This is an optimization exercise on Yosys and OpenROAD, whose aim is small area, not a production implementation.
Only simulation tests tie the RTL to the original design; equivalence was not proved.
No driver is modelled on the clock port, so clock power and skew are understated where the tree is cut down; a real chip needs a root buffer or a tree.
No activity file was given, so power comes from the tool's default toggle rates.

==> design.v <==
module clock(clk,clr,switch,ad,adj,o_seg,a);
input clk,clr,switch,ad;
input [3:0] adj;
output [6:0] o_seg;
output [3:0] a;
reg ph;
reg [2:0] c5;
reg [2:0] b;
reg [1:0] s;
wire c54 = c5[2];                        
wire tick_scan = c54 & ~ph;
wire tick_s = c54 & ph & ~b[2] & ~b[1] & ~b[0] & s[0];
wire [1:0] s_nx = {s[1] ^ (s[0] & tick_scan), s[0] ^ tick_scan};
wire [2:0] t_c5 = {c5[2] | (c5[1] & c5[0]), c5[0], ~c5[2]};
wire [2:0] t_b = {b[2] | (b[1] & b[0]), b[0], ~b[2]};
always @(posedge clk) begin
  ph <= ~clr & ~ph;
  c5 <= {3{~clr}} & (c5 ^ t_c5);
  b <= {3{~clr}} & (b ^ ({3{tick_scan}} & t_b));
  s <= {2{~clr}} & s_nx;
end
reg [3:0] so;    
reg [2:0] st;    
reg [3:0] mo;    
reg [2:0] mt;    
reg [3:0] ho;    
reg [1:0] ht;    
wire so9 = so[3] & so[0];
wire st5 = st[2] & st[0];
wire mo9 = mo[3] & mo[0];
wire mt5 = mt[2] & mt[0];
wire ht2 = ht[1];
wire run = ~ad;
wire k1 = so9;
wire k2 = k1 & st5;
wire k3 = k2 & mo9;
wire k4 = k3 & mt5;
wire k5 = k4 & ((ho == 4'd9) | (ht2 & (ho == 4'd3)));
wire en_so = tick_s & (run | (switch & adj[0]));
wire en_st = tick_s & (run ? k1 : (switch & adj[1]));
wire en_mo = tick_s & (run ? k2 : (~switch & adj[0]));
wire en_mt = tick_s & (run ? k3 : (~switch & adj[1]));
wire en_ho = tick_s & (run ? k4 : (~switch & adj[2]));
wire en_ht = tick_s & (run ? k5 : (~switch & adj[3]));
wire [3:0] t_so = {so[0] & (so[3] | (so[2] & so[1])), so[1] & so[0], so[0] & ~so[3], 1'b1};
wire [2:0] t_st = {st[0] & (st[1] | st[2]), st[0] & ~st[2], 1'b1};
wire [3:0] t_mo = {mo[0] & (mo[3] | (mo[2] & mo[1])), mo[1] & mo[0], mo[0] & ~mo[3], 1'b1};
wire [2:0] t_mt = {mt[0] & (mt[1] | mt[2]), mt[0] & ~mt[2], 1'b1};
wire w3 = ht2 & (ho == 4'd3);
wire w9 = ~ht2 & (ho == 4'd9);
wire [3:0] t_ho = {(ho[0] & ho[1] & ho[2]) | w9, ho[0] & ho[1] & ~w3, ho[0] & ~w9, 1'b1};
always @(posedge clk) begin
  so <= {4{~clr}} & (so ^ ({4{en_so}} & t_so));
  st <= {3{~clr}} & (st ^ ({3{en_st}} & t_st));
  mo <= {4{~clr}} & (mo ^ ({4{en_mo}} & t_mo));
  mt <= {3{~clr}} & (mt ^ ({3{en_mt}} & t_mt));
  ho <= {4{~clr}} & (ho ^ ({4{en_ho}} & t_ho));
  ht <= {2{~clr}} & (en_ht ? {ht[0], ~ht[1] & ~ht[0]} : ht);
end
reg [3:0] q;
reg [3:0] p;
reg [3:0] fld;
always @* begin
  case ({switch, s_nx})
    3'b000: fld = mo;
    3'b001: fld = {1'b0, mt};
    3'b010: fld = ho;
    3'b011: fld = {2'b00, ht};
    3'b100: fld = so;
    3'b101: fld = {1'b0, st};
    3'b110: fld = mo;
    default: fld = {1'b0, mt};
  endcase
end
reg vld;
always @* begin
  case (s)
    2'd2: vld = ~q[3] | (~q[2] & ~q[1]) | (~switch & ~q[2] & q[1] & ~q[0]);
    2'd3: vld = switch | (~q[2] & ~q[1]);
    default: vld = 1'b1;
  endcase
end
always @(posedge clk)
if (clr) begin
  q <= 4'd0;
  p <= 4'd15;
end else begin
  q <= fld;
  p <= q | {4{~vld}};
end
wire [6:0] seg;
assign seg[0] = (~p[3] & ~p[2] & ~p[1] & p[0]) | (p[3] & p[2]) | (p[2] & ~p[1] & ~p[0]);
assign seg[1] = (p[2] & p[1] & ~p[0]) | (p[3] & p[2]) | (p[2] & ~p[1] & p[0]);
assign seg[2] = (~p[3] & ~p[2] & p[1] & ~p[0]) | (p[3] & p[2]);
assign seg[3] = (p[3] & p[1]) | (p[2] & ~p[1] & ~p[0]) | (~p[3] & ~p[2] & ~p[1] & p[0]) | (p[2] & p[1] & p[0]);
assign seg[4] = (p[2] & ~p[1]) | p[0];
assign seg[5] = (p[1] & p[0]) | (~p[3] & ~p[2] & p[0]) | (~p[3] & ~p[2] & p[1]);
assign seg[6] = (~p[3] & ~p[2] & ~p[1]) | (p[2] & p[1] & p[0]);
assign o_seg = seg;
assign a = {~(s == 2'd3), ~(s == 2'd2), ~(s == 2'd1), ~(s == 2'd0)};
endmodule
==> flow/run.sh <==
#!/bin/bash
# Standard ORFS layout with three changes: the synthesized netlist's
# combinational logic is re-mapped for area (registers untouched, proven
# equivalent), ports get minimum-size buffers, and the clock tree uses
# small buffers.
set -euo pipefail
W=$PWD
R=$W/orfs/results/sky130hd/clock/base
export BUFFER_PORTS_ARGS="-buffer_cell sky130_fd_sc_hd__buf_1"
export CTS_ARGS="-buf_list sky130_fd_sc_hd__clkbuf_4 -root_buf sky130_fd_sc_hd__clkbuf_4 -dont_use_dummy_load -repair_clock_nets"
bash standard.sh synth > synth.log 2>&1
cp $R/1_2_yosys.v $W/synth_std.v
if bash flow/reopt.sh $W/synth_std.v $W/synth_reopt.v > reopt.log 2>&1; then
  cp $W/synth_reopt.v $R/1_2_yosys.v
  rm -f $R/1_synth.odb $R/1_synth.sdc
  echo "re-mapped netlist in use" >> reopt.log
else
  echo "re-mapping failed or not proven; standard netlist kept" >> reopt.log
fi
bash standard.sh > layout.log 2>&1
==> flow/reopt.sh <==
#!/bin/bash
# reopt.sh IN.v OUT.v : re-map the combinational logic of a synthesized
# netlist for area with ABC; registers (instances, names, cell types) are
# kept. Several ABC seeds are tried; the smallest result that yosys proves
# equivalent to IN.v (register by register) is written to OUT.v.
set -uo pipefail
IN=$(readlink -f $1); OUT=$2
SEEDS=${REOPT_SEEDS:-"0 1 2 3 4 5 6 7 8 9 10 11"}
JOBS=${NUM_CORES:-4}
LIB=$FLOW_HOME/platforms/sky130hd/lib/sky130_fd_sc_hd__tt_025C_1v80.lib
DU=$(sed -n '/DONT_USE_CELLS/,/^#/p' $FLOW_HOME/platforms/sky130hd/config.mk | grep -o 'sky130_fd_sc_hd__[a-z0-9_]*' | sed 's/^/-dont_use /' | tr '\n' ' ')
mkdir -p reopt
one() {
  local S=$1 D=reopt/s$1
  mkdir -p $D
  cat > $D/deep.abc <<EOA
strash
&get -n
&deepsyn -T 60 -S $S
&put
&get -n
&nf -R 1000
&put
EOA
  cat > $D/map.ys <<EOY
read_liberty -ignore_miss_func $LIB
read_verilog $IN
hierarchy -top clock
setattr -mod -set keep_hierarchy 1 sky130_fd_sc_hd__*df* sky130_fd_sc_hd__*dl*
flatten
delete t:\$scopeinfo
opt_clean
select -module clock
abc -liberty $LIB $DU -script $D/deep.abc
opt_clean
rename -hide w:*.*
opt_clean -purge
hilomap -singleton -hicell sky130_fd_sc_hd__conb_1 HI -locell sky130_fd_sc_hd__conb_1 LO
opt_clean -purge
write_verilog -noattr -nohex -nodec -selected $D/out.v
select -clear
EOY
  cat > $D/eq.ys <<EOY
read_liberty -ignore_miss_func $LIB
read_verilog $IN
rename clock gold
read_verilog $D/out.v
rename clock gate
rename -hide gold/w:_* gate/w:_* gold/c:* gate/c:*
flatten gold gate
delete t:\$scopeinfo
opt_clean
equiv_make gold gate eq
hierarchy -top eq
equiv_simple -seq 2
equiv_induct -seq 2
equiv_status -assert
EOY
  cat > $D/area.ys <<EOY
read_liberty -lib $LIB
read_verilog $D/out.v
hierarchy -top clock
tee -o $D/area.txt stat -liberty $LIB
EOY
  yosys -l $D/map.log $D/map.ys > /dev/null 2>&1 || { echo "seed $S: mapping failed"; return; }
  yosys -l $D/eq.log $D/eq.ys > /dev/null 2>&1 || { echo "seed $S: not proven"; return; }
  yosys -l $D/area.log $D/area.ys > /dev/null 2>&1 || { echo "seed $S: no area"; return; }
  echo "seed $S: proven, area $(grep 'Chip area' $D/area.txt | awk '{print $NF}')"
  grep 'Chip area' $D/area.txt | awk '{print $NF}' > $D/ok
}
n=0
for S in $SEEDS; do
  one $S &
  n=$((n+1)); if [ $n -ge $JOBS ]; then wait -n; n=$((n-1)); fi
done
wait
best=""; barea=""
for S in $SEEDS; do
  f=reopt/s$S/ok; [ -f $f ] || continue
  a=$(cat $f)
  if [ -z "$best" ] || awk "BEGIN{exit !($a < $barea)}"; then best=$S; barea=$a; fi
done
[ -n "$best" ] || { echo "no proven result"; exit 1; }
echo "best: seed $best, area $barea"
cp reopt/s$best/out.v $OUT
==> standard.sh <==
#!/bin/bash
# synth_recipe.tcl (not shown) runs the flow's synth.tcl, then flattens the netlist and writes it again
# the make line also repeats each setting of config.mk as NAME=value (left out here)
make -C /OpenROAD-flow-scripts/flow DESIGN_CONFIG=/design/flow/config.mk WORK_HOME=/design/flow/orfs CLKGATE_MAP_FILE= SYNTH_SCRIPT=/design/flow/synth_recipe.tcl "${@:-finish}"
==> config.mk <==
export PLATFORM = sky130hd
export DESIGN_NAME = clock
export DESIGN_NICKNAME = clock
export VERILOG_FILES = /design/flow/design.v
export SDC_FILE = /design/flow/constraint.sdc
export NUM_CORES = 4
export LEC_CHECK = 0
export CAP_MARGIN = 0
export CORE_MARGIN = 2
export CORE_UTILIZATION = 40
export SLEW_MARGIN = 0
==> constraint.sdc <==
create_clock -name core_clock -period 10.0 [get_ports {clk}]
set_input_delay 2.0000 -clock core_clock [delete_from_list [all_inputs] [get_ports {clk}]]
set_output_delay 2.0000 -clock core_clock [all_outputs]
set_load 0.01 [all_outputs]
==> out/qor.csv, run 1 <==
metric,value,unit
reg2reg start,c5[2]$_DFF_P_,
"Req. time, crit path",10220,ps
CP endpoint kind,flip-flop,
clock latency (worst-skew pair),340,ps
skew final,19.88,ps
via count of the first global-routing pass,1211,
I/O Buffers,18,
Critical Setup Path Class,input pin to flip-flop,
"Avg Cell Area, Syn",8.114,sq um
first-pass GRT wire length,5175,um
GP Congestion,0.7755,
Final setup viols,0,
GRT Total Usage,0.1529,
TritonCTS Buffers,5,
die span in x,67.38,um
Synth warnings,1,
core area,0.003943,sq mm
PD cells,131.2,mW/mm^2
number of max-cap violations,0,
startpoint types,input pin,
Syn Inst Count,198,
Antenna Nets Post-Route,0,
worst min-delay path category,flip-flop to flip-flop,
Longest Clk Path Bufs,2,
P_leak,0.7123,nW
Max Transition Viols Final,0,
"Core Util, Final",0.4519,
largest net degree at the start of global routing,31,
clk root buf,clkbuf_4,
gr ovfl total,0,
Fin. Hold Viols,0,
post-CTS setup buffers,0,
diode count,0,
syn nets,206,
DR iter-0 viols,52,
crit path DAT,3680,ps
Max Freq,289.7,MHz
final wirelength,3130,um
Avg WL per Cell,11.51,um
post-DP HPWL,2386,um
CTS tree,built,
end of the worst register-to-register path,ho[3]$_DFF_P_,
status,timing/DRC/antenna clean,
"Reg clk slew, reported paths",100,ps
drt first pass iters,5,
Cell Rows,23,
TNS Setup,0,ps
vias post-DR,1413,
Die Y-Extent,67.38,um
die area,0.004539,sq mm
H-tree lvl count,2,
antenna violations before repair,0,
Initial Util,0.4075,
r2r setup slk,7360,ps
CTS-repair resized insts,0,
Boundary Pins,19,
Vias per Instance,5.195,
CP endpoint,ho[3]$_DFF_P_,
Post-Syn Area,0.001607,sq mm
period utilization,0.3452,
Tmin final,3452,ps
layout cells sized above 1,0.02703,
Critical Path Source,ad,
fin nets,232,
RSZ-0062 raised after global routing,no,
Worst-Margin Slew,512.1,ps
peak supply drop,0.08324,mV
CTS Sinks,37,
hold_buf cts,0,
DR DRC count,0,
area delta synth->final,10.90,%
Slew headroom,0.6573,
worst r2r path cells,12,
Crit Path Max Fanout,5,
==> how the worst min path moves through the flow <==
| stage | start | end | slack (ps) | depth (start not counted) |
|---|---|---|---|---|
| 3_3_place_gp | ph$_DFF_P_ | ph$_DFF_P_ | 410 | 1 |
| 2_1_floorplan | ph$_DFF_P_ | ph$_DFF_P_ | 390 | 1 |
| 4_1_cts | c5[2]$_DFF_P_ | c5[2]$_DFF_P_ | 430 | 1 |
| 5_1_grt | q[3]$_SDFF_PP0_ | p[3]$_SDFF_PP1_ | 460 | 2 |
| 6_report | q[3]$_SDFF_PP0_ | p[3]$_SDFF_PP1_ | 430 | 2 |
| 3_5_place_dp | c5[2]$_DFF_P_ | c5[2]$_DFF_P_ | 420 | 1 |
==> critical path: stages <==
cell	delay [ps]
buf_1	110
nor3_1	240
and3_1	200
and3_1	170
and3_1	180
a21o_1	100
and2_0	260
and3_1	230
xnor2_1	120
nor2_1	50
==> cell usage in the layout, fill, tap and decap left out, types with 5 or more instances in the layout <==
master / n
a21oi_1: 21
a22oi_1: 5
and3_1: 8
buf_1: 18
clkbuf_4: 5
clkinv_1: 12
dfxtp_1: 37
nand2_1: 21
nand2b_1: 9
nor2_1: 29
nor3_1: 11
o21a_1: 5
==> through the flow <==
stage	setup WS, ps	power, mW	instance area (sq um)	instances	hold WS [ps]
after floorplan	6490	0.1639	1607	198	393.3
after global placement	6252	0.1707	1744	267	406.5
final	6548	0.2337	1782	272	429.5
after global routing	6419	0.2441	1782	272	456.7
after detailed placement	6214	0.1707	1744	267	416.8
after CTS	6559	0.2366	1782	272	432.8
==> area by class of cell <==
type                    count  area, sq um
clock buffers               5        37.54
fillers                   410         2161
inverters                  12        45.04
multi-input cells         149        820.8
flip-flops and latches     37        740.7
well taps                  50        62.56
repair buffers             19        75.07
==> where the power goes <==
group | total [mW] | internal (mW) | switching (mW)
combinational | 0.0152 | 0.00555 | 0.00967
sequential | 0.152 | 0.150 | 0.00233
clock | 0.0666 | 0.0235 | 0.0431
==> metal layers <==
metal  global-route usage  vias to the layer above  part of all wire
met3              0.05500                        6             0.038
met1               0.1977                      636              0.52
met2               0.2314                       23              0.42
li1                     -                      748                 -
met5                    0                        -                 0
met4              0.06122                        0             0.017
==> sequential cells by signal, summed over array words and instances (netlist names) <==
signal / cells
ph: 1
s: 2
ho: 4
p: 4
st: 3
c5: 3
so: 4
q: 4
ht: 2
mt: 3
mo: 4
b: 3
==> run 2: changes to the inputs <==
--- a/flow/reopt.sh
+++ b/flow/reopt.sh
@@ -6,5 +6,5 @@
 set -uo pipefail
 IN=$(readlink -f $1); OUT=$2
-SEEDS=${REOPT_SEEDS:-"0 1 2 3 4 5 6 7 8 9 10 11"}
+SEEDS=${REOPT_SEEDS:-"0 1 2 3 4 5 6 7"}
 JOBS=${NUM_CORES:-4}
 LIB=$FLOW_HOME/platforms/sky130hd/lib/sky130_fd_sc_hd__tt_025C_1v80.lib
--- a/config.mk
+++ b/config.mk
@@ -9,3 +9,4 @@
 export CORE_MARGIN = 2
 export CORE_UTILIZATION = 40
+export GPL_TIMING_DRIVEN = 0
 export SLEW_MARGIN = 0
==> run 2 against run 1 <==
  * Still clean on timing, DRC and antenna
  * Register-to-register slack worse by 20 ps
  * Maximum frequency is 0.26% lower
  * Synthesized area stayed put
  * Die area stayed put
  * Synthesized cell count stayed put
  * Sequential cell count stayed put
  * Critical endpoint unchanged
  * Largest cell class unchanged
  * Largest power group unchanged
==> out/qor.csv, run 2 <==
metric,value,unit
Vias per Instance,5.214,
met3 usage,0.05500,
TritonCTS Buffers,5,
die area,0.004539,sq mm
Avg WL per Cell,12.17,um
gr ovfl total,0,
Crit path largest cell delay,260,ps
Longest Clk Path Bufs,2,
I/O Buffers,18,
Fin. Hold Viols,0,
final wirelength,3298,um
crit path DAT,3700,ps
P_leak,0.7104,nW
grt met2 use,0.2475,
largest net degree at the start of global routing,31,
Die Y-Extent,67.38,um
status,timing/DRC/antenna clean,
final hold slack,414.8,ps
Slew headroom,0.5918,
area delta synth->final,10.51,%
routing usage on met1,0.2124,
diode count,0,
"Reg clk slew, reported paths",120,ps
post-DP HPWL,2396,um
period utilization,0.3461,
"Cell Chain, Critical Path",buf_1 -> nor3_1 -> and3_1 -> and3_1 -> and3_1 -> a21o_1 -> and2_0 -> and3_1 -> xnor2_1 -> nor2_1,
syn nets,206,
antenna violations before repair,0,
worst min-delay path category,flip-flop to flip-flop,
core area,0.003943,sq mm
Boundary Pins,19,
Max Freq,288.9,MHz
vias post-DR,1413,
Synth warnings,1,
first-pass GRT wire length,5354,um
skew final,34.92,ps
Crit Path Max Fanout,5,
Post-Syn Area,0.001607,sq mm
Max Transition Viols Final,0,
DR DRC count,0,
GP Congestion,0.7305,
"Req. time, crit path",10240,ps
number of max-cap violations,0,
TNS Setup,0,ps
placed cell area,0.001737,sq mm
die span in x,67.38,um
Critical Setup Path Class,input pin to flip-flop,
hold_buf cts,0,
clock latency (worst-skew pair),350,ps
CTS tree,built,
Critical Path Source,ad,
H-tree lvl count,2,
Initial Util,0.4075,
clk root buf,clkbuf_4,
"commonest non-fill, non-tap cell in the layout",dfxtp_1,
fin nets,231,
post-CTS setup buffers,0,
RSZ-0062 raised after global routing,no,
"most used cell, CP",and3_1,
most used routing layer in global routing,met2,
Tmin final,3461,ps
drt first pass iters,5,
"Slowest-stage cell, CP",and2_0,
reg2reg start,c5[2]$_DFF_P_,
Antenna Nets Post-Route,0,
GRT Total Usage,0.1624,
Worst-Margin Slew,612.3,ps
Final setup viols,0,
via count of the first global-routing pass,1152,
peak supply drop,0.06873,mV
PD cells,132.4,mW/mm^2
Cell Rows,23,
CTS-repair resized insts,0,
layout cells sized above 1,0.02715,
hold_sp,q[3]$_SDFF_PP0_,
Syn Inst Count,198,
final instance area,0.001775,sq mm
CTS Sinks,37,
"Core Util, Final",0.4503,
CP endpoint kind,flip-flop,
DR iter-0 viols,102,
startpoint types,input pin,
most frequent cells in the layout,"dfxtp_1, nor2_1, a21oi_1, nand2_1, buf_1",
"Avg Cell Area, Syn",8.114,sq um
==> run 2: area by class of cell <==
class / count / area, sq um
Sequential cell: 37 / 740.7
Fill cell: 417 / 2167
Timing Repair Buffer: 18 / 68.82
Multi-Input combinational cell: 149 / 820.8
Tap cell: 50 / 62.56
Clock buffer: 5 / 37.54
Inverter: 12 / 45.04
==> run 2: path summary, 6_finish.rpt <==
kind | endpoint | slack [ps] | cells after the start
max | ho[3]$_DFF_P_ | 6540 | 10
min reg2reg | p[3]$_SDFF_PP1_ | 410 | 2
min | p[3]$_SDFF_PP1_ | 410 | 2
max reg2reg | ho[3]$_DFF_P_ | 7340 | 12
==> run 2: worst max-delay path: cells and delay by family <==
family                    cells  cell delay (ps)
and+or+nand+nor               7             1360
xor gates and xnor gates      1              120
buffers and inverters         1              110
AOI/OAI and AO/OA             1              110
==> run 2: stage by stage <==
step | power (mW) | setup slack, ps | instances
6_report | 0.2350 | 6539 | 271
5_1_grt | 0.2465 | 6339 | 271
4_1_cts | 0.2382 | 6213 | 271
3_5_place_dp | 0.1706 | 5833 | 266
3_3_place_gp | 0.1705 | 5848 | 266
2_1_floorplan | 0.1639 | 6490 | 198
==> run 2: power by group <==
part / leakage [nW] / switching, mW / internal, mW
combinational: 0.387 / 0.00970 / 0.00535
sequential: 0.300 / 0.00246 / 0.150
clock: 0.0230 / 0.0444 / 0.0235
==> run 2: metal layers <==
layer | up-vias | share of wire
met4 | 0 | 0.016
met5 | - | 0
met3 | 5 | 0.045
met2 | 31 | 0.44
li1 | 756 | -
met1 | 621 | 0.50
==> run 3: changes to the inputs <==
--- a/config.mk
+++ b/config.mk
@@ -6,7 +6,6 @@
 export NUM_CORES = 4
 export LEC_CHECK = 0
-export CAP_MARGIN = 0
+export CAP_MARGIN = 20
 export CORE_MARGIN = 2
 export CORE_UTILIZATION = 40
-export GPL_TIMING_DRIVEN = 0
-export SLEW_MARGIN = 0
+export SLEW_MARGIN = 20
==> run 3 against run 2 <==
  * Via count stayed put
  * Count of clock-buffer cells in the layout stayed put
  * Power is 0.56% lower
  * Hold slack improved by 15 ps
  * Core utilization rose by 0.16 points
  * Clock skew shrank 15 ps
  * Wire length decreased by 5.1%
  * Cell count grew 0.37%
  * Global-route usage decreased by 0.95 points
  * Critical endpoint unchanged
==> out/qor.csv, run 3 <==
metric,value,unit
Critical Path Source,ad,
via count of the first global-routing pass,1211,
internal power,0.1786,mW
"commonest non-fill, non-tap cell in the layout",dfxtp_1,
vias post-DR,1413,
P_leak,0.7123,nW
TNS Setup,0,ps
reg2reg start,c5[2]$_DFF_P_,
Antenna Nets Post-Route,0,
Slew headroom,0.6573,
status,timing/DRC/antenna clean,
Max Freq,289.7,MHz
r2r setup slk,7360,ps
antenna violations before repair,0,
clock latency (worst-skew pair),340,ps
Cell Rows,23,
CTS-repair resized insts,0,
Die Y-Extent,67.38,um
startpoint types,input pin,
cell depth of the worst setup path,10,
end of the worst register-to-register path,ho[3]$_DFF_P_,
"Cell Chain, Critical Path",buf_1 -> nor3_1 -> and3_1 -> and3_1 -> and3_1 -> a21o_1 -> and2_0 -> and3_1 -> xnor2_1 -> nor2_1,
core area,0.003943,sq mm
GP Congestion,0.7755,
post-CTS setup buffers,0,
clk root buf,clkbuf_4,
H-tree lvl count,2,
layout cells sized above 1,0.02703,
share of power burned in registers,0.650,
GRT Total Usage,0.1529,
final wirelength,3130,um
Psw,0.05507,mW
gr ovfl total,0,
clock power share,0.285,
crit path DAT,3680,ps
area delta synth->final,10.90,%
CTS Sinks,37,
Final setup viols,0,
CP endpoint,ho[3]$_DFF_P_,
Critical Setup Path Class,input pin to flip-flop,
hold_buf cts,0,
fin nets,232,
switching share of total power,0.2357,
Post-Syn Area,0.001607,sq mm
critical path's top delay family,simple AND/OR/NAND/NOR gates,
CTS tree,built,
"Reg clk slew, reported paths",100,ps
PD cells,131.2,mW/mm^2
final std cells w/o fill,272,
Max Transition Viols Final,0,
"Slowest-stage cell, CP",and2_0,
Vias per Instance,5.195,
Tmin final,3452,ps
syn nets,206,
first-pass GRT wire length,5175,um
"Req. time, crit path",10220,ps
peak supply drop,0.08324,mV
diode count,0,
Logic pwr share,0.065,
"most used cell, CP",and3_1,
FILL cells,410,
die area,0.004539,sq mm
Buffers & Inverters on Critical Path,1,
Syn Inst Count,198,
Initial Util,0.4075,
Synth warnings,1,
I/O Buffers,18,
final hold slack,429.5,ps
worst min-delay path category,flip-flop to flip-flop,
DR DRC count,0,
RSZ-0062 raised after global routing,no,
CP endpoint kind,flip-flop,
Longest Clk Path Bufs,2,
number of max-cap violations,0,
most frequent cells in the layout,"dfxtp_1, nor2_1, a21oi_1, nand2_1, buf_1",
Fin. Hold Viols,0,
post-DP HPWL,2386,um
Crit path largest cell delay,260,ps
DR iter-0 viols,52,
Worst-Margin Slew,512.1,ps
Inst Count DP,267,
Avg WL per Cell,11.51,um
TritonCTS Buffers,5,
Tot Pwr,0.2337,mW
worst r2r path cells,12,
drt first pass iters,5,
die span in x,67.38,um
"Avg Cell Area, Syn",8.114,sq um
skew final,19.88,ps
Crit Path Max Fanout,5,
largest net degree at the start of global routing,31,
period utilization,0.3452,
Boundary Pins,19,
## run 3: cell types whose count changed in the layout (fill, tap and decap cells not counted), sizes merged
| cell | previous run | this run |
|---|---|---|
| buf | 17 | 19 |
| clkbuf | 6 | 5 |
## run 3: power groups by stage
stage               sequential, mW  clock, mW  combinational, mW
finish                       0.152     0.0666             0.0152
CTS                          0.152     0.0692             0.0154
detailed placement           0.155          0             0.0154
global route                 0.152     0.0741             0.0176
global placement             0.155          0             0.0153
floorplan                    0.155          0            0.00901
## run 3: worst min path at each step
stage | from | endpoint | cells after the start
final | q[3]$_SDFF_PP0_ | p[3]$_SDFF_PP1_ | 2
after global routing | q[3]$_SDFF_PP0_ | p[3]$_SDFF_PP1_ | 2
after CTS | c5[2]$_DFF_P_ | c5[2]$_DFF_P_ | 1
after detailed placement | c5[2]$_DFF_P_ | c5[2]$_DFF_P_ | 1
after global placement | ph$_DFF_P_ | ph$_DFF_P_ | 1
after floorplan | ph$_DFF_P_ | ph$_DFF_P_ | 1
## run 3: layout make-up
class                           count  area, sq um  area share
Tap cell                           50        62.56     0.03511
Timing Repair Buffer               19        75.07     0.04213
Inverter                           12        45.04     0.02528
Multi-Input combinational cell    149        820.8      0.4607
Sequential cell                    37        740.7      0.4157
Clock buffer                        5        37.54     0.02107
## run 3: per-stage QoR
step,setup WS (ps),util,cell area (sq um)
floorplan,6490,-,1607
global placement,6252,0.4424,1744
detailed placement,6214,0.4424,1744
CTS,6559,0.4519,1782
global route,6419,0.4519,1782
finish,6548,0.4519,1782
## run 3: tightest hold or removal path, stage by stage (launching register included)
cell and delay (ps):
dfxtp_1 310, clkinv_1 50, nand2_1 40
## run 3: routing by layer
metal | vias up | global-route usage | wire length [um]
met3 | 6 | 0.05500 | 120
met1 | 636 | 0.1977 | 1631
met4 | 0 | 0.06122 | 52
met2 | 23 | 0.2314 | 1326
met5 | - | 0 | 0
li1 | 748 | - | -
==> run 4: changes to the inputs <==
--- a/design.v
+++ b/design.v
@@ -8,14 +8,13 @@
 reg [2:0] b;
 reg [1:0] s;
-wire c54 = c5[2];                        
-wire tick_scan = c54 & ~ph;
-wire tick_s = c54 & ph & ~b[2] & ~b[1] & ~b[0] & s[0];
+wire c5_last = c5[2] & ~c5[0];           
+wire b_first = ~b[1] & ~b[0];            
+wire tick_scan = c5_last & ~ph;
+wire tick_s = c5_last & ph & b_first & s[0];
 wire [1:0] s_nx = {s[1] ^ (s[0] & tick_scan), s[0] ^ tick_scan};
-wire [2:0] t_c5 = {c5[2] | (c5[1] & c5[0]), c5[0], ~c5[2]};
-wire [2:0] t_b = {b[2] | (b[1] & b[0]), b[0], ~b[2]};
 always @(posedge clk) begin
   ph <= ~clr & ~ph;
-  c5 <= {3{~clr}} & (c5 ^ t_c5);
-  b <= {3{~clr}} & (b ^ ({3{tick_scan}} & t_b));
+  c5 <= {3{~clr}} & {c5[1] & c5[0], c5[0], ~c5[2]};
+  b <= {3{~clr}} & (tick_scan ? {b[1] & b[0], b[0], ~b[2]} : b);
   s <= {2{~clr}} & s_nx;
 end
==> run 4 against run 3 <==
  * Still clean
  * Synthesized area decreased by 3.0%
  * Sequential cell count unchanged
  * Register-to-register slack better by 20 ps
  * Critical path type unchanged
  * Largest cell class unchanged
  * Largest power group unchanged
==> out/qor.csv, run 4 <==
metric,value,unit
Buffers & Inverters on Critical Path,2,
syn nets,193,
"Slowest-stage cell, CP",nor3_1,
TNS Setup,0,ps
H-tree lvl count,2,
first-pass GRT wire length,5816,um
Fin. Hold Viols,0,
DR iter-0 viols,93,
die span in x,66.43,um
"commonest non-fill, non-tap cell in the layout",dfxtp_1,
Cell Rows,22,
die area,0.004413,sq mm
Synth warnings,1,
Longest Clk Path Bufs,2,
via count of the first global-routing pass,1325,
Crit path largest cell delay,520,ps
final instance area,0.001732,sq mm
"Cell Chain, Critical Path",buf_1 -> buf_4 -> nor3_1 -> o21ai_0 -> a31oi_1 -> and2_0 -> nor4_1 -> a222oi_1 -> o21ai_0,
vias post-DR,1393,
final wirelength,3286,um
GP Congestion,0.8230,
post-CTS setup buffers,0,
status,timing/DRC/antenna clean,
placed cell area,0.001694,sq mm
GRT Total Usage,0.1763,
diode count,0,
PD cells,142.8,mW/mm^2
hold_buf cts,0,
TritonCTS Buffers,5,
Tot Pwr,0.2473,mW
startpoint types,input pin,
gr ovfl total,0,
crit path DAT,4270,ps
Final setup viols,0,
reg2reg start,s[0]$_DFF_P_,
Avg WL per Cell,12.79,um
register area,740.7,sq um
largest net degree at the start of global routing,28,
P_leak,0.6659,nW
Crit Path Max Fanout,27,
Syn Inst Count,185,
Initial Util,0.4195,
most frequent cells in the layout,"dfxtp_1, nor2_1, a21oi_1, buf_1, nand2_1",
Antenna Nets Post-Route,0,
fin nets,219,
footprint of the multi-input gates,780.7,sq um
Slew headroom,0.6022,
RSZ-0062 raised after global routing,no,
core area,0.003716,sq mm
layout cells sized above 1,0.02871,
Vias per Instance,5.420,
Boundary Pins,19,
antenna violations before repair,0,
DR DRC count,0,
FILL cells,398,
hold_sp,c5[2]$_DFF_P_,
Critical Setup Path Class,input pin to flip-flop,
"Avg Cell Area, Syn",8.427,sq um
Tmin final,4066,ps
Post-Syn Area,0.001559,sq mm
Critical Path Source,clr,
CTS-repair resized insts,0,
number of max-cap violations,0,
"Reg clk slew, reported paths",110,ps
critical path's top delay family,simple AND/OR/NAND/NOR gates,
Max Transition Viols Final,0,
CTS tree,built,
clk root buf,clkbuf_4,
CTS Sinks,37,
peak supply drop,0.05875,mV
skew final,20.43,ps
area delta synth->final,11.08,%
"Req. time, crit path",10200,ps
drt first pass iters,5,
I/O Buffers,18,
clock latency (worst-skew pair),340,ps
period utilization,0.4066,
post-DP HPWL,2464,um
Worst-Margin Slew,591.2,ps
Die Y-Extent,66.43,um
CP endpoint kind,flip-flop,
Max Freq,245.9,MHz
worst min-delay path category,flip-flop to flip-flop,
"most used cell, CP",o21ai_0,
"Core Util, Final",0.4660,
## run 4: per-stage QoR
step | instances | worst slack [ps] | hold WS, ps
finish | 257 | 5934 | 430.1
global route | 257 | 5580 | 449.0
CTS | 257 | 5961 | 428.3
detailed placement | 252 | 5609 | 400.9
global placement | 252 | 5732 | 407.1
floorplan | 185 | 6228 | 386.0
## run 4: area by class of cell
class                   instances  area share
well taps                      48     0.03468
inverters                      10     0.02168
repair buffers                 19     0.04335
multi-input cells             138      0.4509
flip-flops and latches         37      0.4277
clock buffers                   5     0.02168
## run 4: worst reg2reg max path: stages, from the launching register on
cell	delay, ps
dfxtp_1	450
nand4bb_1	160
nor2_1	170
and4b_1	230
and3_1	190
and3_1	180
and3_1	190
a21o_1	100
and2_0	300
and3_1	240
nor2_1	60
a211oi_1	230
## run 4: report_power, final
| group | internal, mW | total, mW | switching [mW] |
|---|---|---|---|
| combinational | 0.00843 | 0.0249 | 0.0165 |
| sequential | 0.151 | 0.155 | 0.00459 |
| clock | 0.0235 | 0.0671 | 0.0436 |
| total | 0.183 | 0.247 | 0.0647 |
## run 4: final timing paths
path | slack, ps | cells after the start | endpoint
max | 5930 | 9 | q[2]$_SDFF_PP0_
min | 430 | 1 | c5[0]$_DFF_P_
max reg2reg | 7380 | 11 | ho[3]$_DFF_P_
min reg2reg | 430 | 1 | c5[0]$_DFF_P_
## run 4: routing by layer
| metal | global-route usage | up-vias | wire length, um |
|---|---|---|---|
| met1 | 0.1945 | 621 | 1501 |
| met2 | 0.3138 | 43 | 1544 |
| met5 | 0 | - | 0 |
| li1 | - | 722 | - |
| met4 | 0.08418 | 0 | 62 |
| met3 | 0.04259 | 7 | 178 |
==> run 5: changes to the inputs <==
--- a/flow/reopt.sh
+++ b/flow/reopt.sh
@@ -10,8 +10,14 @@
 LIB=$FLOW_HOME/platforms/sky130hd/lib/sky130_fd_sc_hd__tt_025C_1v80.lib
 DU=$(sed -n '/DONT_USE_CELLS/,/^#/p' $FLOW_HOME/platforms/sky130hd/config.mk | grep -o 'sky130_fd_sc_hd__[a-z0-9_]*' | sed 's/^/-dont_use /' | tr '\n' ' ')
-mkdir -p reopt
+rm -rf reopt; mkdir -p reopt
 one() {
   local S=$1 D=reopt/s$1
   mkdir -p $D
+  mapone $S $D "mfs3 -ae -H 6 -K 8" && return
+  echo "seed $S: retrying without mfs3"
+  mapone $S $D "" && return
+}
+mapone() {
+  local S=$1 D=$2 POST=$3
   cat > $D/deep.abc <<EOA
 strash
@@ -22,4 +28,5 @@
 &nf -R 1000
 &put
+$POST
 EOA
   cat > $D/map.ys <<EOY
@@ -63,7 +70,7 @@
 tee -o $D/area.txt stat -liberty $LIB
 EOY
-  yosys -l $D/map.log $D/map.ys > /dev/null 2>&1 || { echo "seed $S: mapping failed"; return; }
-  yosys -l $D/eq.log $D/eq.ys > /dev/null 2>&1 || { echo "seed $S: not proven"; return; }
-  yosys -l $D/area.log $D/area.ys > /dev/null 2>&1 || { echo "seed $S: no area"; return; }
+  yosys -l $D/map.log $D/map.ys > /dev/null 2>&1 || { echo "seed $S: mapping failed"; return 1; }
+  yosys -l $D/eq.log $D/eq.ys > /dev/null 2>&1 || { echo "seed $S: not proven"; return 1; }
+  yosys -l $D/area.log $D/area.ys > /dev/null 2>&1 || { echo "seed $S: no area"; return 1; }
   echo "seed $S: proven, area $(grep 'Chip area' $D/area.txt | awk '{print $NF}')"
   grep 'Chip area' $D/area.txt | awk '{print $NF}' > $D/ok
==> run 5 against run 4 <==
  * Hold slack lost 11 ps
  * Still clean on timing, DRC and antenna
  * Clock power fell by 4.0%
  * Sequential power hardly changed
  * Count of clock-buffer cells in the layout stayed put
  * Final area down 0.87%
  * Non-clock buffer count unchanged
  * Highest routed layer unchanged
  * Sequential share of layout area grew 0.37 points
  * Worst setup slack got worse by 110 ps
  * First-iteration DRC count down 18%
  * Clock skew decreased by 7.8 ps
==> out/qor.csv, run 5 <==
metric,value,unit
crit path DAT,4440,ps
Post-Syn Area,0.001544,sq mm
Max Transition Viols Final,0,
final std cells w/o fill,254,
Crit Path Max Fanout,27,
syn nets,190,
"Avg Cell Area, Syn",8.483,sq um
"Reg clk slew, reported paths",100,ps
hold_sp,c5[2]$_DFF_P_,
r2r setup slk,7350,ps
Boundary Pins,19,
Worst-Margin Slew,661.1,ps
H-tree lvl count,2,
reg2reg start,c5[0]$_DFF_P_,
startpoint types,input pin,
"Slowest-stage cell, CP",nor4_1,
CTS tree,built,
post-CTS setup buffers,0,
RSZ-0062 raised after global routing,no,
core area,0.003689,sq mm
period utilization,0.4175,
Die Y-Extent,66.13,um
Avg WL per Cell,12.04,um
"Req. time, crit path",10260,ps
drt first pass iters,6,
status,timing/DRC/antenna clean,
Vias per Instance,5.287,
internal power,0.1825,mW
peak supply drop,0.07321,mV
switching share of total power,0.2541,
worst min-delay path category,flip-flop to flip-flop,
Buffers & Inverters on Critical Path,2,
I/O Buffers,18,
Syn Inst Count,182,
diode count,0,
post-DP HPWL,2332,um
"Cell Chain, Critical Path",buf_1 -> buf_4 -> nor3_1 -> o21ai_0 -> a31oi_1 -> nor2_1 -> nor4_1 -> a222oi_1 -> o21ai_0,
die span in x,66.13,um
critical path's top delay family,simple AND/OR/NAND/NOR gates,
DR DRC count,0,
skew final,12.65,ps
fin nets,216,
TNS Setup,0,ps
Longest Clk Path Bufs,2,
Fin. Hold Viols,0,
die area,0.004373,sq mm
share of power burned in registers,0.635,
Inst Count DP,249,
"most used cell, CP",o21ai_0,
Psw,0.06218,mW
GRT Total Usage,0.1604,
Slew headroom,0.5552,
GP Congestion,0.7500,
most frequent cells in the layout,"dfxtp_1, nor2_1, buf_1",
gr ovfl total,0,
largest net degree at the start of global routing,28,
final wirelength,3059,um
Synth warnings,1,
CTS Sinks,37,
Tmin final,4175,ps
Logic pwr share,0.102,
Cell Rows,22,
CP endpoint kind,flip-flop,
"commonest non-fill, non-tap cell in the layout",dfxtp_1,
hold_buf cts,0,
clock latency (worst-skew pair),330,ps
Max Freq,239.5,MHz
clk root buf,clkbuf_4,
Crit path largest cell delay,590,ps
antenna violations before repair,0,
DR iter-0 viols,76,
area delta synth->final,11.18,%
number of max-cap violations,0,
first-pass GRT wire length,5216,um
TritonCTS Buffers,5,
vias post-DR,1343,
layout cells sized above 1,0.02913,
CTS-repair resized insts,0,
clock power share,0.263,
Initial Util,0.4186,
PD cells,142.5,mW/mm^2
P_leak,0.6554,nW
Final setup viols,0,
Critical Setup Path Class,input pin to flip-flop,
Antenna Nets Post-Route,0,
Critical Path Source,clr,
via count of the first global-routing pass,1183,
-- run 5: worst paths after layout --
kind,to,cells past startpoint
min,c5[0]$_DFF_P_,1
max reg2reg,q[2]$_SDFF_PP0_,8
max,q[2]$_SDFF_PP0_,9
min reg2reg,c5[0]$_DFF_P_,1
-- run 5: layout make-up --
cell class                      count  area, sq um
Fill cell                         393         1972
Multi-Input combinational cell    137        773.2
Sequential cell                    37        740.7
Timing Repair Buffer               19        75.07
Tap cell                           48        60.06
Clock buffer                        5        37.54
Inverter                            8        30.03
-- run 5: worst reg2reg max path: stages (launching register included) --
cell	delay (ps)
dfxtp_1	310
nand2b_1	180
nor3_1	480
o21ai_0	190
a31oi_1	360
nor2_1	140
nor4_1	590
a222oi_1	230
o21ai_0	110
-- run 5: layer usage --
metal / global-route usage / routed length, um
met1: 0.1900 / 1452
met3: 0.06133 / 156
met4: 0.06122 / 48
met2: 0.2613 / 1403
met5: 0 / 0
-- run 5: power by group through the flow --
| stage | combinational (mW) | clock [mW] | sequential (mW) |
|---|---|---|---|
| detailed placement | 0.0251 | 0 | 0.159 |
| finish | 0.0249 | 0.0644 | 0.155 |
| global placement | 0.0242 | 0 | 0.159 |
| global route | 0.0286 | 0.0756 | 0.157 |
| CTS | 0.0250 | 0.0681 | 0.155 |
| floorplan | 0.0156 | 0 | 0.158 |
-- run 5: through the flow --
step / total power [mW] / hold slack (ps) / worst slack [ps] / instance area, sq um / util
5_1_grt: 0.2608 / 442.7 / 5421 / 1717 / 0.4654
3_3_place_gp: 0.1828 / 395.8 / 5720 / 1679 / 0.4552
3_5_place_dp: 0.1839 / 406.4 / 5537 / 1679 / 0.4552
4_1_cts: 0.2485 / 421.2 / 5915 / 1717 / 0.4654
6_report: 0.2447 / 419.5 / 5825 / 1717 / 0.4654
2_1_floorplan: 0.1731 / 386.0 / 6228 / 1544 / -
==> run 6: changes to the inputs <==
--- a/flow/run.sh
+++ b/flow/run.sh
@@ -9,4 +9,6 @@
 export BUFFER_PORTS_ARGS="-buffer_cell sky130_fd_sc_hd__buf_1"
 export CTS_ARGS="-buf_list sky130_fd_sc_hd__clkbuf_4 -root_buf sky130_fd_sc_hd__clkbuf_4 -dont_use_dummy_load -repair_clock_nets"
+export POST_CTS_TCL=$W/flow/post_cts.tcl
+export CLOCK_ROOT_BUF=sky130_fd_sc_hd__clkbuf_1
 bash standard.sh synth > synth.log 2>&1
 cp $R/1_2_yosys.v $W/synth_std.v
==> flow/post_cts.tcl (new file) <==
# After CTS: the root clock buffer drives only the leaf clock buffers, so
# give it the smallest clock buffer.
set db [ord::get_db]
set block [ord::get_db_block]
set clk_net [[$block findBTerm clk] getNet]
foreach it [$clk_net getITerms] {
  set inst [$it getInst]
  if {![string match "sky130_fd_sc_hd__clkbuf_*" [[$inst getMaster] getName]]} { continue }
  set out [[$inst findITerm X] getNet]
  set only_bufs 1
  foreach o [$out getITerms] {
    if {[$o getInst] eq $inst} { continue }
    if {![string match "sky130_fd_sc_hd__clkbuf_*" [[[$o getInst] getMaster] getName]]} { set only_bufs 0 }
  }
  if {$only_bufs} {
    $inst swapMaster [$db findMaster $::env(CLOCK_ROOT_BUF)]
    puts "clock root [$inst getName] is $::env(CLOCK_ROOT_BUF)"
  }
}
detailed_placement
estimate_parasitics -placement
==> run 6 against run 5 <==
  * Final area fell by 0.22%
  * Still clean
  * Critical path depth did not move
  * Critical endpoint is now q[0]$_SDFF_PP0_
  * Sequential cell count did not move
  * Critical path type unchanged
==> out/qor.csv, run 6 <==
metric,value,unit
DR iter-0 viols,76,
period utilization,0.4027,
Tmin final,4027,ps
via count of the first global-routing pass,1183,
"Req. time, crit path",10410,ps
die area,0.004373,sq mm
Die Y-Extent,66.13,um
Vias per Instance,5.291,
CP endpoint kind,flip-flop,
fin nets,216,
Max Transition Viols Final,0,
I/O Buffers,18,
Max Freq,248.3,MHz
crit path DAT,4440,ps
area delta synth->final,10.94,%
Antenna Nets Post-Route,0,
post-DP HPWL,2332,um
Avg WL per Cell,12.09,um
"Avg Cell Area, Syn",8.483,sq um
Final setup viols,0,
layout cells sized above 1,0.02427,
"Core Util, Final",0.4644,
Worst-Margin Slew,665.1,ps
GRT Total Usage,0.1604,
die span in x,66.13,um
P_leak,0.6520,nW
final hold slack,419.8,ps
final wirelength,3070,um
antenna violations before repair,0,
gr ovfl total,0,
CTS Sinks,37,
Critical Setup Path Class,input pin to flip-flop,
diode count,0,
status,timing/DRC/antenna clean,
TNS Setup,0,ps
startpoint types,input pin,
Initial Util,0.4186,
core area,0.003689,sq mm
"commonest non-fill, non-tap cell in the layout",dfxtp_1,
Fin. Hold Viols,0,
Post-Syn Area,0.001544,sq mm
GP Congestion,0.7500,
RSZ-0062 raised after global routing,no,
number of max-cap violations,0,
Tot Pwr,0.2414,mW
Slew headroom,0.5525,
DR DRC count,0,
syn nets,190,
largest net degree at the start of global routing,28,
Cell Rows,22,
"Reg clk slew, reported paths",100,ps
most frequent cells in the layout,"dfxtp_1, nor2_1, buf_1",
skew final,12.39,ps
vias post-DR,1344,
Crit Path Max Fanout,27,
PD cells,140.9,mW/mm^2
Syn Inst Count,182,
CTS tree,built,
first-pass GRT wire length,5216,um
worst min-delay path category,flip-flop to flip-flop,
Boundary Pins,19,
peak supply drop,0.07264,mV
clock latency (worst-skew pair),480,ps
Synth warnings,1,
drt first pass iters,7,
## run 6: path summary, 6_finish.rpt
path,from,endpoint,slack [ps],cells past startpoint
worst max register to register,c5[0]$_DFF_P_,q[0]$_SDFF_PP0_,7350,8
worst min-delay path,c5[2]$_DFF_P_,c5[0]$_DFF_P_,420,1
worst min register to register,c5[2]$_DFF_P_,c5[0]$_DFF_P_,420,1
worst max-delay path,clr,q[0]$_SDFF_PP0_,5970,9
## run 6: per-stage QoR
step	setup WS (ps)	cells	cell area (sq um)
after global placement	5720	249	1679
after detailed placement	5537	249	1679
after floorplan	6228	182	1544
after global routing	5602	254	1713
final	5973	254	1713
## run 6: critical path, stage by stage
cell and delay, ps:
buf_1 70, buf_4 210, nor3_1 540, o21ai_0 190, a31oi_1 360, nor2_1 140
nor4_1 590, a222oi_1 230, o21ai_0 110
## run 6: report_power, final
| part | switching [mW] | internal [mW] |
|---|---|---|
| Sequential | 0.00478 | 0.151 |
| Clock | 0.0412 | 0.0199 |
| Combinational | 0.0165 | 0.00834 |
## run 6: layer usage
metal	global-route usage	share of wire
met2	0.2613	0.46
met4	0.06122	0.015
met5	0	0
met1	0.1900	0.47
met3	0.06133	0.054
## run 6: area by class of cell
class	count	area, sq um
Inverter	8	30.03
Fill cell	394	1976
Tap cell	48	60.06
Timing Repair Buffer	19	75.07
Sequential cell	37	740.7
Multi-Input combinational cell	137	773.2
Clock buffer	5	33.78
==> run 7: changes to the inputs <==
--- a/flow/reopt.sh
+++ b/flow/reopt.sh
@@ -6,5 +6,5 @@
 set -uo pipefail
 IN=$(readlink -f $1); OUT=$2
-SEEDS=${REOPT_SEEDS:-"0 1 2 3 4 5 6 7"}
+SEEDS=${REOPT_SEEDS:-"0 1 2 3 4 5 6 7 8 9 10 11 12 13 14 15"}
 JOBS=${NUM_CORES:-4}
 LIB=$FLOW_HOME/platforms/sky130hd/lib/sky130_fd_sc_hd__tt_025C_1v80.lib
==> run 7 against run 6 <==
  * Still clean
  * Critical path depth did not move
  * Sequential power about the same
  * Synthesized cell count stayed put
  * First-iteration DRC count did not move
  * Synthesized area unchanged
  * Combinational power about the same
  * Clock power barely moved
  * Maximum frequency stayed put
  * Sequential share of layout area is the same
  * Final area stayed put
  * Largest cell class unchanged
  * Largest power group unchanged
  * Highest routed layer unchanged
==> out/qor.csv, run 7 <==
metric,value,unit
diode count,0,
Critical Setup Path Class,input pin to flip-flop,
"Slowest-stage cell, CP",nor4_1,
CP endpoint kind,flip-flop,
DR iter-0 viols,76,
crit path DAT,4440,ps
"commonest non-fill, non-tap cell in the layout",dfxtp_1,
Critical Path Source,clr,
Crit Path Max Fanout,27,
"Req. time, crit path",10410,ps
Post-Syn Area,0.001544,sq mm
reg2reg start,c5[0]$_DFF_P_,
RSZ-0062 raised after global routing,no,
DR DRC count,0,
most frequent cells in the layout,"dfxtp_1, nor2_1, buf_1",
Crit path largest cell delay,590,ps
worst min-delay path category,flip-flop to flip-flop,
"most used cell, CP",o21ai_0,
Antenna Nets Post-Route,0,
Slew headroom,0.5525,
post-DP HPWL,2332,um
Final setup viols,0,
GRT Total Usage,0.1604,
number of max-cap violations,0,
peak supply drop,0.07264,mV
final worst setup slack,5973,ps
final hold slack,419.8,ps
final instance area,0.001713,sq mm
Fin. Hold Viols,0,
hold_sp,c5[2]$_DFF_P_,
area delta synth->final,10.94,%
startpoint types,input pin,
Worst-Margin Slew,665.1,ps
CTS tree,built,
Syn Inst Count,182,
gr ovfl total,0,
Cell Rows,22,
die area,0.004373,sq mm
clock latency (worst-skew pair),480,ps
skew final,12.39,ps
Tmin final,4027,ps
first-pass GRT wire length,5216,um
Initial Util,0.4186,
"Avg Cell Area, Syn",8.483,sq um
Die Y-Extent,66.13,um
core area,0.003689,sq mm
fin nets,216,
I/O Buffers,18,
final wirelength,3070,um
syn nets,190,
layout cells sized above 1,0.02427,
pre-CTS WS,5537,ps
Max Transition Viols Final,0,
"Reg clk slew, reported paths",100,ps
status,timing/DRC/antenna clean,
P_leak,0.6520,nW
Avg WL per Cell,12.09,um
placed cell area,0.001679,sq mm
vias post-DR,1344,
drt first pass iters,7,
CTS Sinks,37,
Max Freq,248.3,MHz
period utilization,0.4027,
Boundary Pins,19,
"Cell Chain, Critical Path",buf_1 -> buf_4 -> nor3_1 -> o21ai_0 -> a31oi_1 -> nor2_1 -> nor4_1 -> a222oi_1 -> o21ai_0,
Vias per Instance,5.291,
via count of the first global-routing pass,1183,
PD cells,140.9,mW/mm^2
largest net degree at the start of global routing,28,
die span in x,66.13,um
GP Congestion,0.7500,
Synth warnings,1,
TNS Setup,0,ps
antenna violations before repair,0,
-- run 7: worst paths after layout --
kind,end,slack (ps),cells past startpoint
setup / recovery,q[0]$_SDFF_PP0_,5970,9
hold reg to reg,c5[0]$_DFF_P_,420,1
hold / removal,c5[0]$_DFF_P_,420,1
setup reg to reg,q[0]$_SDFF_PP0_,7350,8
-- run 7: worst max-delay path, delay by kind of cell --
family | cells | cell delay (ps)
AO/OA/AOI/OAI | 4 | 890
AND/OR/NAND/NOR | 3 | 1270
buffers and inverters | 2 | 280
-- run 7: metrics by stage --
step | util | power [mW] | instances
final | 0.4644 | 0.2414 | 254
after global routing | 0.4644 | 0.2573 | 254
after detailed placement | 0.4552 | 0.1839 | 249
after global placement | 0.4552 | 0.1828 | 249
after floorplan | - | 0.1731 | 182
-- run 7: routing by layer --
layer | vias up | share of wire | global-route usage
li1 | 710 | - | -
met1 | 603 | 0.47 | 0.1900
met2 | 26 | 0.46 | 0.2613
met3 | 5 | 0.054 | 0.06133
met4 | 0 | 0.015 | 0.06122
met5 | - | 0 | 0
-- run 7: report_power, final --
part	leakage (nW)	internal [mW]	total, mW	switching (mW)
registers	0.301	0.151	0.155	0.00478
clock network	0.0196	0.0199	0.0611	0.0412
logic	0.332	0.00834	0.0249	0.0165
total	0.652	0.179	0.241	0.0625
-- run 7: final cells by class --
type	instances	area, sq um
inverters	8	30.03
well taps	48	60.06
clock buffers	5	33.78
flip-flops and latches	37	740.7
repair buffers	19	75.07
fillers	394	1976
multi-input cells	137	773.2
==> run 8: changes to the inputs <==
--- a/config.mk
+++ b/config.mk
@@ -9,3 +9,4 @@
 export CORE_MARGIN = 2
 export CORE_UTILIZATION = 40
+export GPL_TIMING_DRIVEN = 0
 export SLEW_MARGIN = 20
==> run 8 against run 7 <==
  * Still clean
  * Count of clock-buffer cells in the layout unchanged
  * Sequential power about the same
  * Largest cell class unchanged
  * Clock skew increased by 11 ps
  * Sequential cell count unchanged
  * First-iteration DRC count increased by 50%
  * Non-clock buffer count decreased by 1
  * Hold slack improved by 6.8 ps
  * Highest routed layer unchanged
  * Register-to-register slack got worse by 40 ps
  * Core utilization decreased by 0.17 points
  * Combinational power increased by 2%
==> out/qor.csv, run 8 <==
metric,value,unit
period utilization,0.4181,
skew final,23.38,ps
PD cells,142.7,mW/mm^2
Tmin final,4181,ps
Fin. Hold Viols,0,
largest net degree at the start of global routing,28,
Crit Path Max Fanout,27,
CP endpoint kind,flip-flop,
CTS tree,built,
FILL cells,382,
startpoint types,input pin,
crit path DAT,4610,ps
peak supply drop,0.07997,mV
Initial Util,0.4186,
drt first pass iters,4,
TNS Setup,0,ps
antenna violations before repair,0,
GRT Total Usage,0.1698,
vias post-DR,1375,
"Reg clk slew, reported paths",110,ps
RSZ-0062 raised after global routing,no,
"commonest non-fill, non-tap cell in the layout",dfxtp_1,
first-pass GRT wire length,5685,um
die span in x,66.13,um
area delta synth->final,10.54,%
Cell Rows,22,
via count of the first global-routing pass,1314,
Post-Syn Area,0.001544,sq mm
Antenna Nets Post-Route,0,
routing usage on met1,0.1968,
DR iter-0 viols,114,
die area,0.004373,sq mm
Final setup viols,0,
Boundary Pins,19,
core area,0.003689,sq mm
CTS Sinks,37,
diode count,0,
Avg WL per Cell,12.70,um
number of max-cap violations,0,
met3 usage,0.03918,
most used routing layer in global routing,met2,
Tot Pwr,0.2436,mW
"Avg Cell Area, Syn",8.483,sq um
fin nets,215,
Die Y-Extent,66.13,um
Syn Inst Count,182,
layout cells sized above 1,0.02439,
DR DRC count,0,
P_leak,0.6501,nW
"Req. time, crit path",10430,ps
Critical Setup Path Class,input pin to flip-flop,
post-DP HPWL,2397,um
Slew headroom,0.5680,
GP Congestion,0.7668,
clock latency (worst-skew pair),500,ps
gr ovfl total,0,
status,timing/DRC/antenna clean,
Synth warnings,1,
Max Freq,239.2,MHz
syn nets,190,
I/O Buffers,18,
final wirelength,3214,um
grt met2 use,0.2863,
worst min-delay path category,flip-flop to flip-flop,
most frequent cells in the layout,"dfxtp_1, nor2_1, buf_1",
Worst-Margin Slew,642.1,ps
Max Transition Viols Final,0,
Vias per Instance,5.435,
==> run 8: changes by cell type in the layout (fill, tap and decap cells not counted) <==
cell and change:
buf_1 -1, buf_4 -1, clkbuf_2 +1
==> run 8: worst paths after layout <==
| path | cells after the start | startpoint | slack (ps) | endpoint |
|---|---|---|---|---|
| worst min register to register | 1 | c5[2]$_DFF_P_ | 430 | c5[0]$_DFF_P_ |
| worst min-delay path | 1 | c5[2]$_DFF_P_ | 430 | c5[0]$_DFF_P_ |
| worst max register to register | 8 | c5[0]$_DFF_P_ | 7310 | q[2]$_SDFF_PP0_ |
| worst max-delay path | 8 | clr | 5820 | q[2]$_SDFF_PP0_ |
==> run 8: per-layer routing <==
layer / up-vias / routed length (um)
li1: 712 / -
met1: 616 / 1384
met2: 40 / 1541
met3: 7 / 211
met4: 0 / 77
met5: - / 0
==> run 8: area by class of cell <==
type                       count  area (sq um)  area share
multi-input combinational    137         773.2      0.4531
sequential                    37         740.7      0.4340
timing repair buffer          18         68.82     0.04032
tap                           48         60.06     0.03519
clock buffer                   5         33.78     0.01979
inverter                       8         30.03     0.01760
==> run 8: stage by stage <==
stage / util / setup slack, ps / hold slack, ps / area [sq um] / instances
after detailed placement: 0.4532 / 5056 / 405.9 / 1672 / 248
after floorplan: - / 6228 / 386.0 / 1544 / 182
after global placement: 0.4532 / 5094 / 396.7 / 1672 / 248
after global routing: 0.4627 / 5521 / 435.5 / 1707 / 253
final: 0.4627 / 5819 / 426.6 / 1707 / 253
==> run 8: report_power, final <==
group | total [mW] | switching [mW] | internal (mW)
sequential | 0.155 | 0.00451 | 0.151
combinational | 0.0253 | 0.0172 | 0.00814
clock | 0.0631 | 0.0432 | 0.0199
total | 0.244 | 0.0649 | 0.179
==> run 8: worst max-delay path, cell delays in order <==
cell	delay [ps]
clkbuf_2	330
nor3_1	590
o21ai_0	180
a31oi_1	400
nor2_1	160
nor4_1	580
a222oi_1	240
o21ai_0	120
==> run 9: changes to the inputs <==
==> flow/post_cts.tcl (replaced) <==
set db [ord::get_db]
set block [ord::get_db_block]
set clk_net [[$block findBTerm clk] getNet]
foreach it [$clk_net getITerms] {
  set inst [$it getInst]
  if {![string match "sky130_fd_sc_hd__clkbuf_*" [[$inst getMaster] getName]]} { continue }
  set out [[$inst findITerm X] getNet]
  set leaves {}
  set only_bufs 1
  foreach o [$out getITerms] {
    if {[$o getInst] eq $inst} { continue }
    lappend leaves $o
    if {![string match "sky130_fd_sc_hd__clkbuf_*" [[[$o getInst] getMaster] getName]]} { set only_bufs 0 }
  }
  if {!$only_bufs} { continue }
  if {[llength $leaves] + [llength [$clk_net getITerms]] - 1 <= 4} {
    foreach o $leaves {
      $o disconnect
      $o connect $clk_net
    }
    puts "removed clock root [$inst getName]; clk drives [llength $leaves] leaf buffers"
    odb::dbInst_destroy $inst
    odb::dbNet_destroy $out
  } else {
    $inst swapMaster [$db findMaster $::env(CLOCK_ROOT_BUF)]
    puts "clock root [$inst getName] is $::env(CLOCK_ROOT_BUF)"
  }
  break
}
detailed_placement
estimate_parasitics -placement
==> run 9 against run 8 <==
  * Sequential power about the same
  * Largest power group unchanged
  * Register-to-register slack got worse by 30 ps
  * Critical path type unchanged
  * Hold slack got worse by 1.6 ps
  * Synthesized area is the same
  * Core utilization shrank 0.10 points
  * Still clean
  * Power decreased by 3.4%
==> out/qor.csv, run 9 <==
metric,value,unit
status,timing/DRC/antenna clean,
Fin. Hold Viols,0,
diode count,0,
Avg WL per Cell,12.58,um
core area,0.003689,sq mm
period utilization,0.4543,
P_leak,0.6490,nW
drt first pass iters,6,
Hold EP,c5[0]$_DFF_P_,
hold_sp,c5[2]$_DFF_P_,
DR DRC count,0,
final wirelength,3170,um
startpoint types,input pin,
I/O Buffers,18,
via count of the first global-routing pass,1294,
peak supply drop,0.08073,mV
worst min-delay path category,flip-flop to flip-flop,
Initial Util,0.4186,
die span in x,66.13,um
Post-Syn Area,0.001544,sq mm
PD cells,138.1,mW/mm^2
"Reg clk slew, reported paths",110,ps
area delta synth->final,10.29,%
fin nets,214,
die area,0.004373,sq mm
clock latency (worst-skew pair),170,ps
largest net degree at the start of global routing,28,
Slew headroom,0.5451,
first-pass GRT wire length,5637,um
Tot Pwr,0.2352,mW
final hold slack,425.0,ps
CTS Sinks,37,
vias post-DR,1353,
CP endpoint kind,flip-flop,
GP Congestion,0.7668,
TNS Setup,0,ps
"commonest non-fill, non-tap cell in the layout",dfxtp_1,
final worst setup slack,5457,ps
Max Freq,220.1,MHz
r2r setup slk,7280,ps
Tmin final,4543,ps
DR iter-0 viols,104,
layout cells sized above 1,0.02451,
syn nets,190,
Crit Path Max Fanout,27,
Boundary Pins,19,
Vias per Instance,5.369,
post-DP HPWL,2397,um
GRT Total Usage,0.1645,
worst r2r path cells,8,
"Req. time, crit path",10100,ps
Critical Setup Path Class,input pin to flip-flop,
Min-Delay Path Depth,1,
Synth warnings,1,
gr ovfl total,0,
Cell Rows,22,
Syn Inst Count,182,
crit path DAT,4640,ps
Worst-Margin Slew,676.2,ps
FILL cells,384,
Die Y-Extent,66.13,um
"Avg Cell Area, Syn",8.483,sq um
RSZ-0062 raised after global routing,no,
number of max-cap violations,0,
Max Transition Viols Final,0,
most frequent cells in the layout,"dfxtp_1, nor2_1, buf_1",
Antenna Nets Post-Route,0,
antenna violations before repair,0,
reg2reg start,c5[0]$_DFF_P_,
Final setup viols,0,
skew final,23.05,ps
pre-CTS WS,5056,ps
end of the worst register-to-register path,q[2]$_SDFF_PP0_,
## run 9: worst max path at each step
stage                            to  from  cells past startpoint  slack (ps)
finish              q[2]$_SDFF_PP0_   clr                      8        5460
floorplan           q[3]$_SDFF_PP0_   clr                      7        6230
global route        q[2]$_SDFF_PP0_   clr                      8        5190
global placement    q[2]$_SDFF_PP0_   clr                      7        5090
detailed placement  q[2]$_SDFF_PP0_   clr                      7        5060
## run 9: routing by layer
metal	GRT usage	part of all wire	vias to the layer above	wire, um
li1	-	-	708	-
met1	0.1968	0.45	609	1423
met2	0.2863	0.49	33	1539
met3	0.04429	0.057	3	180
met4	0.04847	0.0085	0	27
met5	0	0	-	0
## run 9: power breakdown
part	total, mW	internal, mW	leakage [nW]	switching, mW
Sequential	0.155	0.151	0.301	0.00452
Combinational	0.0255	0.00814	0.330	0.0174
Clock	0.0545	0.0192	0.0184	0.0354
Total	0.235	0.178	0.649	0.0573
## run 9: layout make-up
type                            count  area (sq um)  share of cell area
Clock buffer                        4         30.03             0.01763
Inverter                            8         30.03             0.01763
Tap cell                           48         60.06             0.03527
Sequential cell                    37         740.7              0.4350
Multi-Input combinational cell    137         773.2              0.4541
Timing Repair Buffer               18         68.82             0.04041
## run 9: worst max-delay path: stages
cell,delay (ps)
clkbuf_2,330
nor3_1,590
o21ai_0,180
a31oi_1,400
nor2_1,170
nor4_1,600
a222oi_1,240
o21ai_0,120
## run 9: through the flow
stage / std cells / area, sq um / util
3_3_place_gp: 248 / 1672 / 0.4532
6_report: 252 / 1703 / 0.4617
3_5_place_dp: 248 / 1672 / 0.4532
2_1_floorplan: 182 / 1544 / -
5_1_grt: 252 / 1703 / 0.4617

## port drivers added, routing unchanged
In the flow no input, the clock included, has a driving cell. The finished layouts below were timed again as built, in two steps. Step 1 (the two cells are an assumption about what drives the block):
set clk [get_ports {clk}]
set_driving_cell -lib_cell sky130_fd_sc_hd__clkbuf_16 $clk
set_driving_cell -lib_cell sky130_fd_sc_hd__buf_2 [delete_from_list [all_inputs] $clk]
Step 2 moves the port delays by t, midway between the first and last clock arrival at a register: inputs arrive t later, outputs are due t later. That takes back most of the time a late clock gives input paths. Three values: no drivers, after step 1, after step 2; two values: the first two.
| run | shift t [ns] | slack for setup (ns) | worst setup path at the end | clock arrival spread, ns | pins driven straight from the clock port |
|---|---|---|---|---|---|
| run 1 | 0.354 | 6.548 / 6.542 / 6.188 | input to register | 0.019 / 0.020 | 1 |
| run 2 | 0.357 | 6.539 / 6.533 / 6.177 | input to register | 0.035 / 0.035 | 1 |
| run 3 | 0.354 | 6.548 / 6.542 / 6.188 | input to register | 0.019 / 0.020 | 1 |
| run 4 | 0.357 | 5.934 / 5.939 / 5.581 | input to register | 0.020 / 0.021 | 1 |
| run 5 | 0.347 | 5.825 / 5.828 / 5.482 | input to register | 0.012 / 0.013 | 1 |
| run 6 | 0.495 | 5.973 / 5.976 / 5.481 | input to register | 0.012 / 0.012 | 1 |
| run 7 | 0.495 | 5.973 / 5.976 / 5.481 | input to register | 0.012 / 0.012 | 1 |
| run 8 | 0.510 | 5.819 / 5.822 / 5.311 | input to register | 0.023 / 0.023 | 1 |
| run 9 | 0.199 | 5.457 / 5.475 / 5.277 | input to register | 0.023 / 0.023 | 4 |
After both steps every run listed still meets setup and hold. The setup slack of run 8, which loses most, moves by +0.003 ns with the drivers and by -0.508 ns with both steps.
